Context: an optimization exercise on an open-source flow, tuned for small area. The choices shown serve that exercise and are no tape-out recipe.
In this exercise RTL edits were held to simulation tests only and were not proved equivalent to the original.
Power is estimated from default activity; no workload was simulated.

==> design.v <==
module SevenSegment_decoder(             
  input  logic [4:0] input7S,  
  input  logic       DP,Blanked,       
  output logic [7:0] H);
  logic [6:0] seven_seg;
	always_comb
	  if (!Blanked) begin
    case(input7S)     
      0: seven_seg  = 7'b0_11_11_11;  
      1: seven_seg  = 7'b0_00_01_10;  
      2: seven_seg  = 7'b1_01_10_11;  
      3: seven_seg  = 7'b1_00_11_11;  
      4: seven_seg  = 7'b1_10_01_10;  
      5: seven_seg  = 7'b1_10_11_01;  
      6: seven_seg  = 7'b1_11_11_01;  
      7: seven_seg  = 7'b0_00_01_11;  
      8: seven_seg  = 7'b1_11_11_11;
      9: seven_seg  = 7'b1_10_01_11;
		10: seven_seg  = 7'b1_11_01_11;   
		11: seven_seg  = 7'b1_11_11_00;   
		12: seven_seg  = 7'b1_01_10_00;   
		13: seven_seg  = 7'b1_01_11_10;   
		14: seven_seg  = 7'b1_11_10_01;   
		15: seven_seg  = 7'b1_11_00_01;   
		16: seven_seg  = 7'b0_00_00_00;
      default: seven_seg = 7'b0_00_00_00;  
    endcase end
	 else
	   seven_seg = 7'b0_00_00_00;
  assign H[6:0] = ~seven_seg;
  assign H[7]   = ~DP;
endmodule
module SevenSegment
 (input  logic [5:0] DP_in,Blanked,
  input  logic [3:0] Num_Hex0,Num_Hex1,Num_Hex2,Num_Hex3,
  input  logic [4:0] Num_Hex4,Num_Hex5,
  output logic [7:0] Hex0,Hex1,Hex2,Hex3,Hex4,Hex5);
 SevenSegment_decoder decoder0(.H      (Hex0),
                               .input7S(Num_Hex0),
							        	 .Blanked(Blanked[0]),
                               .DP     (DP_in[0]));
 SevenSegment_decoder decoder1(.H      (Hex1),
                               .input7S(Num_Hex1),
							        	 .Blanked(Blanked[1]),
                               .DP     (DP_in[1])); 
 SevenSegment_decoder decoder2(.H      (Hex2),
                               .input7S(Num_Hex2),
							        	 .Blanked(Blanked[2]),
                               .DP     (DP_in[2]));
 SevenSegment_decoder decoder3(.H      (Hex3),
                               .input7S(Num_Hex3),
							        	 .Blanked(Blanked[3]),
                               .DP     (DP_in[3]));
 SevenSegment_decoder decoder4(.H      (Hex4),
                               .input7S(Num_Hex4),
							        	 .Blanked(Blanked[4]),
                               .DP     (DP_in[4]));
 SevenSegment_decoder decoder5(.H      (Hex5),
                               .input7S(Num_Hex5),
								       .Blanked(Blanked[5]),
                               .DP     (DP_in[5]));  
endmodule
module MUX4TO1
 #(parameter width=16)
  (input  logic [width-1:0] in1,in2,in3,in4,
   input  logic [1:0]        s,
   output logic [width-1:0] mux_out);
  always_comb
        case(s)
        0: mux_out = in1;  
        1: mux_out = in2;  
        2: mux_out = in3;  
        3: mux_out = in4;  
        default: mux_out = in1;
        endcase
endmodule
module MUX4TO1DP
 #(parameter width=6)
  (input  logic [width-1:0] in1,in2,in3,in4,
   input  logic [1:0]        s,
   output logic [width-1:0] mux_out);
  always_comb
        case(s)
        0: mux_out = in1;  
        1: mux_out = in2;  
        2: mux_out = in3;  
        3: mux_out = in4;  
        default: mux_out = in1;
        endcase
endmodule
module blanker
  (input  logic [3:0] Num_Hex3,
   input  logic [3:0] Num_Hex2,
	input  logic [3:0] Num_Hex1,
	input  logic [1:0] mode,
   output logic [5:0] Blankinternal);
  always_comb
  case (mode)
  2'b00: begin 
    case(Num_Hex3)
	   4'b0000: begin
		  case(Num_Hex2)
		  4'b0000: begin
		    case(Num_Hex1)
			 4'b0000: Blankinternal = 6'b11_1110;
			 default: Blankinternal = 6'b11_1100;
			 endcase end			
		  default: Blankinternal = 6'b11_1000;
		  endcase end
	 default: Blankinternal = 6'b11_0000; 
	 endcase end
  2'b01: begin
    case(Num_Hex3)
	   4'b000: Blankinternal = 6'b11_1000;
		default: Blankinternal = 6'b11_0000;
		endcase end
  2'b10: Blankinternal = 6'b11_0000;
  2'b11: begin
    case(Num_Hex3)
	   4'b000: Blankinternal = 6'b11_1000;
		default: Blankinternal = 6'b11_0000;
		endcase end
  endcase
endmodule
module debounce
 #(parameter clk_freq    = 50_000_000,  
             stable_time = 30)          
  (input  logic clk,      
                reset_n,  
                button,   
   output logic result);  
  logic ff1,ff2,ff3;
  logic ena;
  logic sclr;
  localparam int max_count = clk_freq*stable_time/1000;  
  logic [$clog2(max_count):0] count;  
  always_ff @(posedge clk, negedge reset_n)  
    if(!reset_n) begin
      ff1 <= 0;
      ff2 <= 0;
      ff3 <= 0;
    end
    else begin
      if(ena)
        ff3 <= ff2;
      ff1 <= button;
      ff2 <= ff1;  
    end
  assign result = ff3;
  assign sclr = ff1 ^ ff2;  
  always_ff @(posedge clk, negedge reset_n)
    if(!reset_n)
      count <= 0;
    else if(sclr)  
        count <= 0;
    else if (!ena)  
        count <= count + 1;
  assign ena = (count > max_count) ? 1 : 0;  
endmodule
module synchronizer
  (input  logic       clk,
   input  logic       reset_n,
	input  logic [9:0] in,
	output logic [9:0] out);
	logic [9:0] n1;
	always_ff @(posedge clk, negedge reset_n)
	begin
	  if(!reset_n) begin
	    n1  <= 0;
	    out <= 0;
	  end
	  else begin
	    n1 <= in;
		 out <= n1;
	  end
	end
endmodule
module dflipflop
    (input  logic clk,
	  input  logic reset_n,
	  input  logic enable,
     input  logic [15:0] d,
     output logic [15:0] q);
    always_ff@(posedge clk,negedge reset_n)
		if(!reset_n)
		  q <= 16'b0;
		else if (enable)
	     q <= d;
endmodule
module binary_bcd
 (input  logic        clk,reset_n,
  input  logic [12:0] binary,
  output logic [15:0] bcd);
  typedef enum {S0,S1,S2,S3,S4,S5,S6} statetype;  
  statetype current_state,next_state;
  int counter;
  logic [28:0] bcd_signal;
  parameter logic [28:0]  
  add3_0digit = 29'b0_0000_0000_0000_0110_0000_0000_0000,
  add3_1digit = 29'b0_0000_0000_0110_0000_0000_0000_0000,
  add3_2digit = 29'b0_0000_0110_0000_0000_0000_0000_0000,
  add3_3digit = 29'b0_0110_0000_0000_0000_0000_0000_0000;
  always_ff@(posedge clk, negedge reset_n) begin
    if (!reset_n) begin  
      bcd           <= 0;
      bcd_signal    <= 0;
      counter       <= 0;
      current_state <= S0;
    end
    else begin
      case(current_state)
        S0: begin bcd_signal[12:0] <= binary; 
                  next_state = S1; end
        S1: begin if(bcd_signal[28:25] > 4) 
                    bcd_signal <= bcd_signal + add3_3digit; 
                  next_state = S2; 
            end
        S2: begin if(bcd_signal[24:21] > 4) 
                    bcd_signal <= bcd_signal + add3_2digit; 
                  next_state = S3; 
            end
        S3: begin if(bcd_signal[20:17] > 4) 
                    bcd_signal <= bcd_signal + add3_1digit; 
                  next_state = S4; 
            end
        S4: begin if(bcd_signal[16:13] > 4) 
                    bcd_signal <= bcd_signal + add3_0digit; 
                  next_state = S5; 
            end
        S5: begin bcd_signal <= bcd_signal<<1; 
                  next_state = S6; end
        S6: begin if(counter == 12) begin
                    bcd        <= bcd_signal[28:13];
                    bcd_signal <= 0; 
                    counter    <= 0;
                    next_state = S0;
                  end
                  else begin
                    counter    <= counter+1;
                    next_state = S1;
                  end 
            end
        default: begin 
          next_state = S0;
          counter    <= 0;
          bcd_signal <= 0;
        end 
      endcase
      current_state <= next_state;
    end
  end
endmodule
module averager256
 #(parameter int  
     N    = 8,    
     X    = 4,    
     bits = 11)   
  (input  logic          clk,
                         EN,       
                         reset_n,
   input  logic [bits:0] Din,      
   output logic [bits:0] Q);       
  logic [2*bits:0] REG_ARRAY [2**N:1];                                             
  logic [N+bits:0] total;
  logic [N+bits:0] sum;
  always_ff @(posedge clk, negedge reset_n) begin  
    if(!reset_n) begin
      for(int i = 1; i < 2**N+1; i++)  
        REG_ARRAY[i] <= 0;
      total <= 0;
    end
    else if(EN) begin
      REG_ARRAY[1] <= Din;
      for(int j = 1; j < 2**N; j++)  
        REG_ARRAY[j+1] <= REG_ARRAY[j];
		  total <= sum - REG_ARRAY[2**N];
    end
  end
  assign sum = total + REG_ARRAY[1];
  assign Q = sum[N+bits:N];
  endmodule
module ADC_Data(
  input  logic        clk,
                      reset_n,  
                      adc_valid,  
  input  logic [11:0] adc_data,   
  output logic [12:0] voltage,  
                      distance, 
  output logic [11:0] ADC_raw,  
                      ADC_out); 
  logic [15:0] Q_out;										 
  parameter integer X = 4;  
  logic          response_valid_out;
  logic [11:0]   ADC_raw_temp,ADC_out_ave,temp;
  logic [12:0]   voltage_temp;
  assign response_valid_out = adc_valid;
  assign ADC_raw_temp       = adc_data;
  assign distance = 13'd0;
  logic [15:0] whats_q;
  averager256 #(  
    .N(8),      
    .X(4),      
    .bits(11))  
  averager
  ( .clk     (clk),
    .reset_n (reset_n),
    .EN      (response_valid_out),
    .Din     (ADC_raw_temp),
    .Q       (ADC_out_ave) ); 
  assign ADC_out = ADC_out_ave;
  assign ADC_raw = ADC_raw_temp;
  assign voltage = voltage_temp;
  assign voltage_temp = ADC_out_ave*2500*2/(2**12);  
endmodule
module top_level
 (input  logic       clk, reset_n, enable,
  input  logic [9:0] SW,
  input  logic       adc_valid,        
  input  logic [11:0] adc_data,        
  output logic [9:0] LEDR,
  output logic [7:0] HEX0,HEX1,HEX2,HEX3,HEX4,HEX5);
  logic [3:0]  Num_Hex0, Num_Hex1, Num_Hex2, Num_Hex3;
  logic [4:0]  Num_Hex4, Num_Hex5;   
  logic [5:0]  DP_in,DP_in1,DP_in2,DP_in3,DP_in4;
  logic [5:0]  Blanked;
  logic [12:0] switch_inputs;
  logic [15:0] bcd;  
  logic [9:0]  syn_switches;
  logic [15:0] mux_out,outvalue;
  logic        store_result;
  logic [12:0] ADC_voltage,ADC_distance;
  logic [15:0] voltage_d,distance_d;
  logic [11:0] ADC_raw,ADC_out;
  logic [5:0]  mux_outdp;
  logic [15:0] q;
  logic [15:0] n;
  logic [5:0]  Blankinternal;
  assign Num_Hex0 = n [3:0];
  assign Num_Hex1 = n [7:4];
  assign Num_Hex2 = n [11:8];
  assign Num_Hex3 = n [15:12];
  assign DP_in1 = 6'b000000;
  assign DP_in2 = 6'b000100;
  assign DP_in3 = 6'b001000;
  assign DP_in4 = 6'b000000;
  assign Num_Hex4 = 5'b10000;
  assign Num_Hex5 = 5'b10000;   
  assign DP_in    = 6'b000000;  
  assign LEDR[9:0]         = SW[9:0];  
  assign switch_inputs     = {5'b00000,SW[7:0]};
  assign Blanked = {2'b11,Blankinternal[3:0]};
 blanker blanker (.Num_Hex3(Num_Hex3),
						.Num_Hex2(Num_Hex2),
						.Num_Hex1(Num_Hex1),
						.mode(SW[9:8]),
						.Blankinternal(Blankinternal));
  debounce #(.clk_freq(50_000), .stable_time(30)) debouncer (.clk(clk), 
				          .reset_n(reset_n), 
				          .button(enable), 
				          .result(store_result));
  synchronizer synchronizer (.clk(clk),
                            .reset_n(reset_n),
					             .in(SW),
						          .out(syn_switches));
  MUX4TO1 ModeMux (.in1({8'b00000000,syn_switches[7:0]}), 
					    .in2(distance_d),
					    .in3(voltage_d),
					    .in4(ADC_out),
					    .s(syn_switches[9:8]),
					    .mux_out(mux_out));
  MUX4TO1DP DPMux (.in1(DP_in1),
						 .in2(DP_in2),
						 .in3(DP_in3),
						 .in4(DP_in4),
						 .s(syn_switches[9:8]),
						 .mux_out(mux_outdp));
  SevenSegment SevenSeg_ins(.Num_Hex0(Num_Hex0), 
                            .Num_Hex1(Num_Hex1), 
                            .Num_Hex2(Num_Hex2), 
                            .Num_Hex3(Num_Hex3),
                            .Num_Hex4(Num_Hex4),
                            .Num_Hex5(Num_Hex5),
                            .Hex0(HEX0),
                            .Hex1(HEX1),
                            .Hex2(HEX2),
                            .Hex3(HEX3),
                            .Hex4(HEX4),
                            .Hex5(HEX5),
                            .DP_in(mux_outdp),
									 .Blanked(Blanked));
  binary_bcd distance_bcd (.clk(clk),                          
                            .reset_n(reset_n),                                 
                            .binary(ADC_distance),    
                            .bcd(distance_d));
  binary_bcd voltage_bcd (.clk(clk),                          
                            .reset_n(reset_n),                                 
                            .binary(ADC_voltage),    
                            .bcd(voltage_d));
	dflipflop flop (.clk(clk),
						 .reset_n(reset_n),
						 .enable(store_result),
						 .d(mux_out),
						 .q(n)); 
	ADC_Data ADC (.clk(clk),
				.reset_n(reset_n),
				.adc_valid(adc_valid),
				.adc_data(adc_data),
				.voltage(ADC_voltage),
				.distance(ADC_distance),
				.ADC_raw(ADC_raw),
				.ADC_out(ADC_out));
endmodule
==> run.sh <==
#!/bin/bash
# synth_recipe.tcl (not shown) runs the flow's synth.tcl, then flattens the netlist and writes it again
# the make line also repeats each setting of config.mk as NAME=value (left out here)
make -C /OpenROAD-flow-scripts/flow DESIGN_CONFIG=/design/flow/config.mk WORK_HOME=/design/flow/orfs CLKGATE_MAP_FILE= SYNTH_SCRIPT=/design/flow/synth_recipe.tcl finish
==> config.mk <==
export PLATFORM = sky130hd
export DESIGN_NAME = top_level
export DESIGN_NICKNAME = top_level
export VERILOG_FILES = /design/flow/design.v
export SDC_FILE = /design/flow/constraint.sdc
export NUM_CORES = 4
export LEC_CHECK = 0
export CAP_MARGIN = 20
export CORE_MARGIN = 2
export CORE_UTILIZATION = 40
export SLEW_MARGIN = 20
==> constraint.sdc <==
create_clock -name core_clock -period 10.0 [get_ports {clk}]
set_input_delay 2.0000 -clock core_clock [delete_from_list [all_inputs] [get_ports {clk}]]
set_output_delay 2.0000 -clock core_clock [all_outputs]
set_load 0.01 [all_outputs]
==> metrics.md <==
| Metric | Value |
|---|---|
| Max Slew Vio Count | 0 |
| Uppermost layer routed | met4 |
| Clk sinks | 3,290 |
| Storage element area | 82,300 µm² |
| Die Span Y | 571 µm |
| Vias | 63,700 |
| Yosys top cell by area | dfrtp_1 |
| Critical-path cell list | ha_1 > fa_1 > a211oi_1 > o211ai_1 > nand3_1 > a21oi_1 > xnor2_1 > inv_1 > fa_1 > ha_1 > inv_1 > fa_1 > inv_1 > ha_1 > ha_1 > ha_1 > a21o_1 > a21o_1 > a21o_1 > a31o_2 > o21ai_0 > mux2_2 > o21ai_0 |
| Setup_tns | 0 ns |
| Top cells by count, synth | dfrtp_1 (3,290), mux2_2 (3,109), clkbuf_1 (411) |
| Hpwl dp | 115 mm |
| WL met1 | 92.8 mm |
| Run status | complete, no violations |
| Maximum VDD drop | 0.000598 V |
| Number of global-route vias before repair | 68,100 |
| Drc violations | 0 |
| Yosys top cell area share | 63.9% |
| Per-cell routed wire length | 15.1 µm |
| Fin area | 146,000 µm² |
| Overflow left after global routing | 0 |
| Pwr dens | 253 nW/µm² |
| Delay-heaviest family, CP | adder cells |
| Pin count of the biggest net entering global routing | 198 |
| R2R Setup Slk | 2.73 ns |
| Synth Flop Type | dfrtp_1 |
| Hold Fails Final Rpt | 0 |
| Period utilization | 72.7% |
| Seq/Total Area, Yosys | 63.9% |
| Multi-input gate area | 44,200 µm² |
| Unrepaired setup endpoints after global routing | no |
| Slew HR | 25.3% |
| Initial core utilization | 40.2% |
| Iter 0 DRT Violations | 3,382 |
| Pre-antenna DRT Iters | 5 |
| Hold Buf Count CTS | 0 |
| Worst Tran Pin Value | 1.12 ns |
| Core Box Area | 321,000 µm² |
| Post-DP Area | 134,000 µm² |
| Critical path class | register to register |
| Final wirelength | 196 mm |
| I/O pins | 84 |
| Number of synthesized flops with an enable pin | 0 |
| CP Data Arrival Time | 8.07 ns |
| TritonCTS clock tree | done |
| GPL Wtd Cong | 0.765 |
| Reg2reg end | voltage_bcd.bcd_signal[11] |
| Non-Filler Instances | 13,000 |
| Vias per cell | 4.91 |
| Cell with the most instances after synthesis | dfrtp_1 |
| Final setup skew | 0.0554 ns |
| Seq cells post-synth | 3,290 |
| Fillers | 28,000 |
| Leak | 72.9 nW |
| Hold path depth | 0 |
| Buffers on Ports | 65 |
| Clock latency (worst-skew pair) | 0.91 ns |
| Reg-to-Reg Start | ADC.averager.REG_ARRAY[1][0] |
| Largest cells by area after synthesis | dfrtp_1 (64%), mux2_2 (27%), ha_1 (1.3%) |
| ANT nets after route | 0 |
| Setup Viol. Count Final | 0 |
| F_max | 138 MHz |
| CTS H-tree depth | 5 |
| First-pass GRT wire length | 342 mm |
| End of the worst hold path | synchronizer.out[0] |
| Floorplan row count | 208 |
| Post-cts resize count | 0 |
| Worst path slowest cell | fa_1 |
| Buf/Inv on CP | 3 |
| Yosys cell types | 84 |
| Setup crit end kind | register |
| Period minus WS final | 7.27 ns |
| Netlist Area Pre-Place | 129,000 µm² |
| CP dominant cell by count | ha_1 |
| Min-delay worst type | register to register |
| Warnings, synthesis | 15 |
| GRT Total Usage | 12.2% |
| Worst EP required | 10.80 ns |
| Avg Inst Size Synth | 15.5 µm² |
| Dpl cells | 12,300 |
| Ys async rst share | 100% |
| Reg2Reg Depth | 23 |
| CP max FO | 5 |
| Hold_sp | synchronizer.n1[0] |
| Clk pin slew, worst setup/hold paths | 0.06 ns |
| Max_cap viols | 0 |
| Crit-path max cell delay | 0.53 ns |
| Area growth syn-to-layout | 13.7% |
| Total CTS buffers | 355 |
| Fin nets | 8,555 |
| Root buf cell | clkbuf_16 |
| Die Wd | 571 µm |
| Antenna violations before repair | 7 |
| Fraction of layout cells with a size suffix above 1 | 43.6% |
| Type of origin of the critical path | register |
| Die area | 326,000 µm² |
| Post-CTS setup buffer count | 0 |
| CTS Buffer Depth | 4 |
| Met3 routed WL | 7.65 mm |
| Routed met2 length | 91.4 mm |
| Mapped Cells | 8,311 |
kinds of logic after synthesis:
kind of cell / synth area share, %
xor gates and xnor gates: 0.591
other: 0.00291
muxes: 27.5
adders and majority gates: 1.68
and+or+nand+nor: 2.06
DFF: 63.9
AOI/OAI and AO/OA: 2.42
buffers and inverters: 1.83
final cells by class:
class / instances / area share (%)
Multi-Input combinational cell: 4441 / 30.2
Tap cell: 4305 / 3.68
Inverter: 149 / 0.382
Clock buffer: 524 / 7.14
Clock inverter: 120 / 1.29
Sequential cell: 3290 / 56.2
Antenna cell: 3 / 0.00513
Timing Repair Buffer: 133 / 1.10
worst max-delay path by stage:
stage                                 startpoint                         end  slack (ns)  cells past startpoint
detailed placement  ADC.averager.REG_ARRAY[1][0]  voltage_bcd.bcd_signal[11]        2.72                     23
CTS                 ADC.averager.REG_ARRAY[1][0]  voltage_bcd.bcd_signal[11]        2.69                     23
global route               ADC.averager.total[1]   voltage_bcd.bcd_signal[6]        2.27                     24
global placement    ADC.averager.REG_ARRAY[1][0]  voltage_bcd.bcd_signal[11]        2.85                     23
floorplan                  ADC.averager.total[0]  voltage_bcd.bcd_signal[11]        3.75                     23
finish              ADC.averager.REG_ARRAY[1][0]  voltage_bcd.bcd_signal[11]        2.73                     23
placed cells by master, fill, tap and decap left out, drive strengths merged, types with 26 or more instances in the layout:
| master | n |
|---|---|
| xnor2 | 47 |
| a21oi | 107 |
| dfrtp | 3290 |
| clkinv | 65 |
| bufinv | 32 |
| nor3 | 26 |
| mux2 | 3109 |
| o21ai | 162 |
| nand4 | 27 |
| xor2 | 39 |
| clkdlybuf4s50 | 63 |
| ha | 135 |
| inv | 162 |
| nand2 | 163 |
| nor2 | 158 |
| nand3 | 44 |
| clkbuf | 524 |
| buf | 70 |
layer usage:
| metal | up-vias | GRT usage (%) |
|---|---|---|
| li1 | 29600 | - |
| met1 | 33100 | 16.9 |
| met2 | 740 | 19.6 |
| met4 | 0 | 3.28 |
| met5 | - | 0 |
| met3 | 334 | 2.23 |
registers in the layout, indices dropped and copies added (netlist names):
register	count
ADC.averager.REG_ARRAY	3072
ADC.averager.total	20
debouncer.count	12
debouncer.ff1	1
debouncer.ff2	1
debouncer.ff3	1
distance_bcd.bcd	16
distance_bcd.bcd_signal	16
distance_bcd.counter	32
distance_bcd.current_state	3
flop.q	16
synchronizer.n1	10
synchronizer.out	10
voltage_bcd.bcd	16
voltage_bcd.bcd_signal	29
voltage_bcd.counter	32
voltage_bcd.current_state	3
power by group:
| group | total (W) | leakage, nW | switching (W) | internal [W] |
|---|---|---|---|---|
| logic | 0.00911 | 21.6 | 0.00512 | 0.00399 |
| clock network | 0.0135 | 6.03 | 0.00534 | 0.00813 |
| registers | 0.0144 | 45.2 | 0.000397 | 0.0140 |
| total | 0.0370 | 72.9 | 0.0109 | 0.0261 |
per-stage QoR:
stage / setup WS, ns / total power (W) / utilization, % / hold slack (ns)
after global placement: 2.85 / 0.0237 / 41.8 / 0.370
after global routing: 2.27 / 0.0394 / 45.7 / 0.385
after CTS: 2.69 / 0.0376 / 45.7 / 0.384
after floorplan: 3.75 / 0.0214 / - / 0.331
final: 2.73 / 0.0370 / 45.7 / 0.372
after detailed placement: 2.72 / 0.0237 / 41.8 / 0.365

re-timing with driven ports:
The flow's constraints put no driver on any port. The routed layout listed below was extracted and timed again, unchanged, in two steps. Step 1 (the two cells are an assumption about what drives the block):
set clk [get_ports {clk}]
set_driving_cell -lib_cell sky130_fd_sc_hd__clkbuf_16 $clk
set_driving_cell -lib_cell sky130_fd_sc_hd__buf_2 [delete_from_list [all_inputs] $clk]
Step 2 moves the port delays by t, midway between the first and last clock arrival at a register: inputs arrive t later, outputs are due t later. That takes back most of the time a late clock gives input paths. Slacks: ideal / step 1 / step 2; pairs: ideal / step 1.
shift t [ns]: 0.976
setup slack, ns: 2.732 / 2.732 / 2.732
worst hold slack (ns): 0.372 / 0.372 / 0.372
worst data-port slew with drivers (ns): 0.23
pins driven straight from the clock port: 1
After both steps setup and hold are still met in this run. The setup slack of this run moves by 0.000 ns with the drivers and by 0.000 ns with both steps.
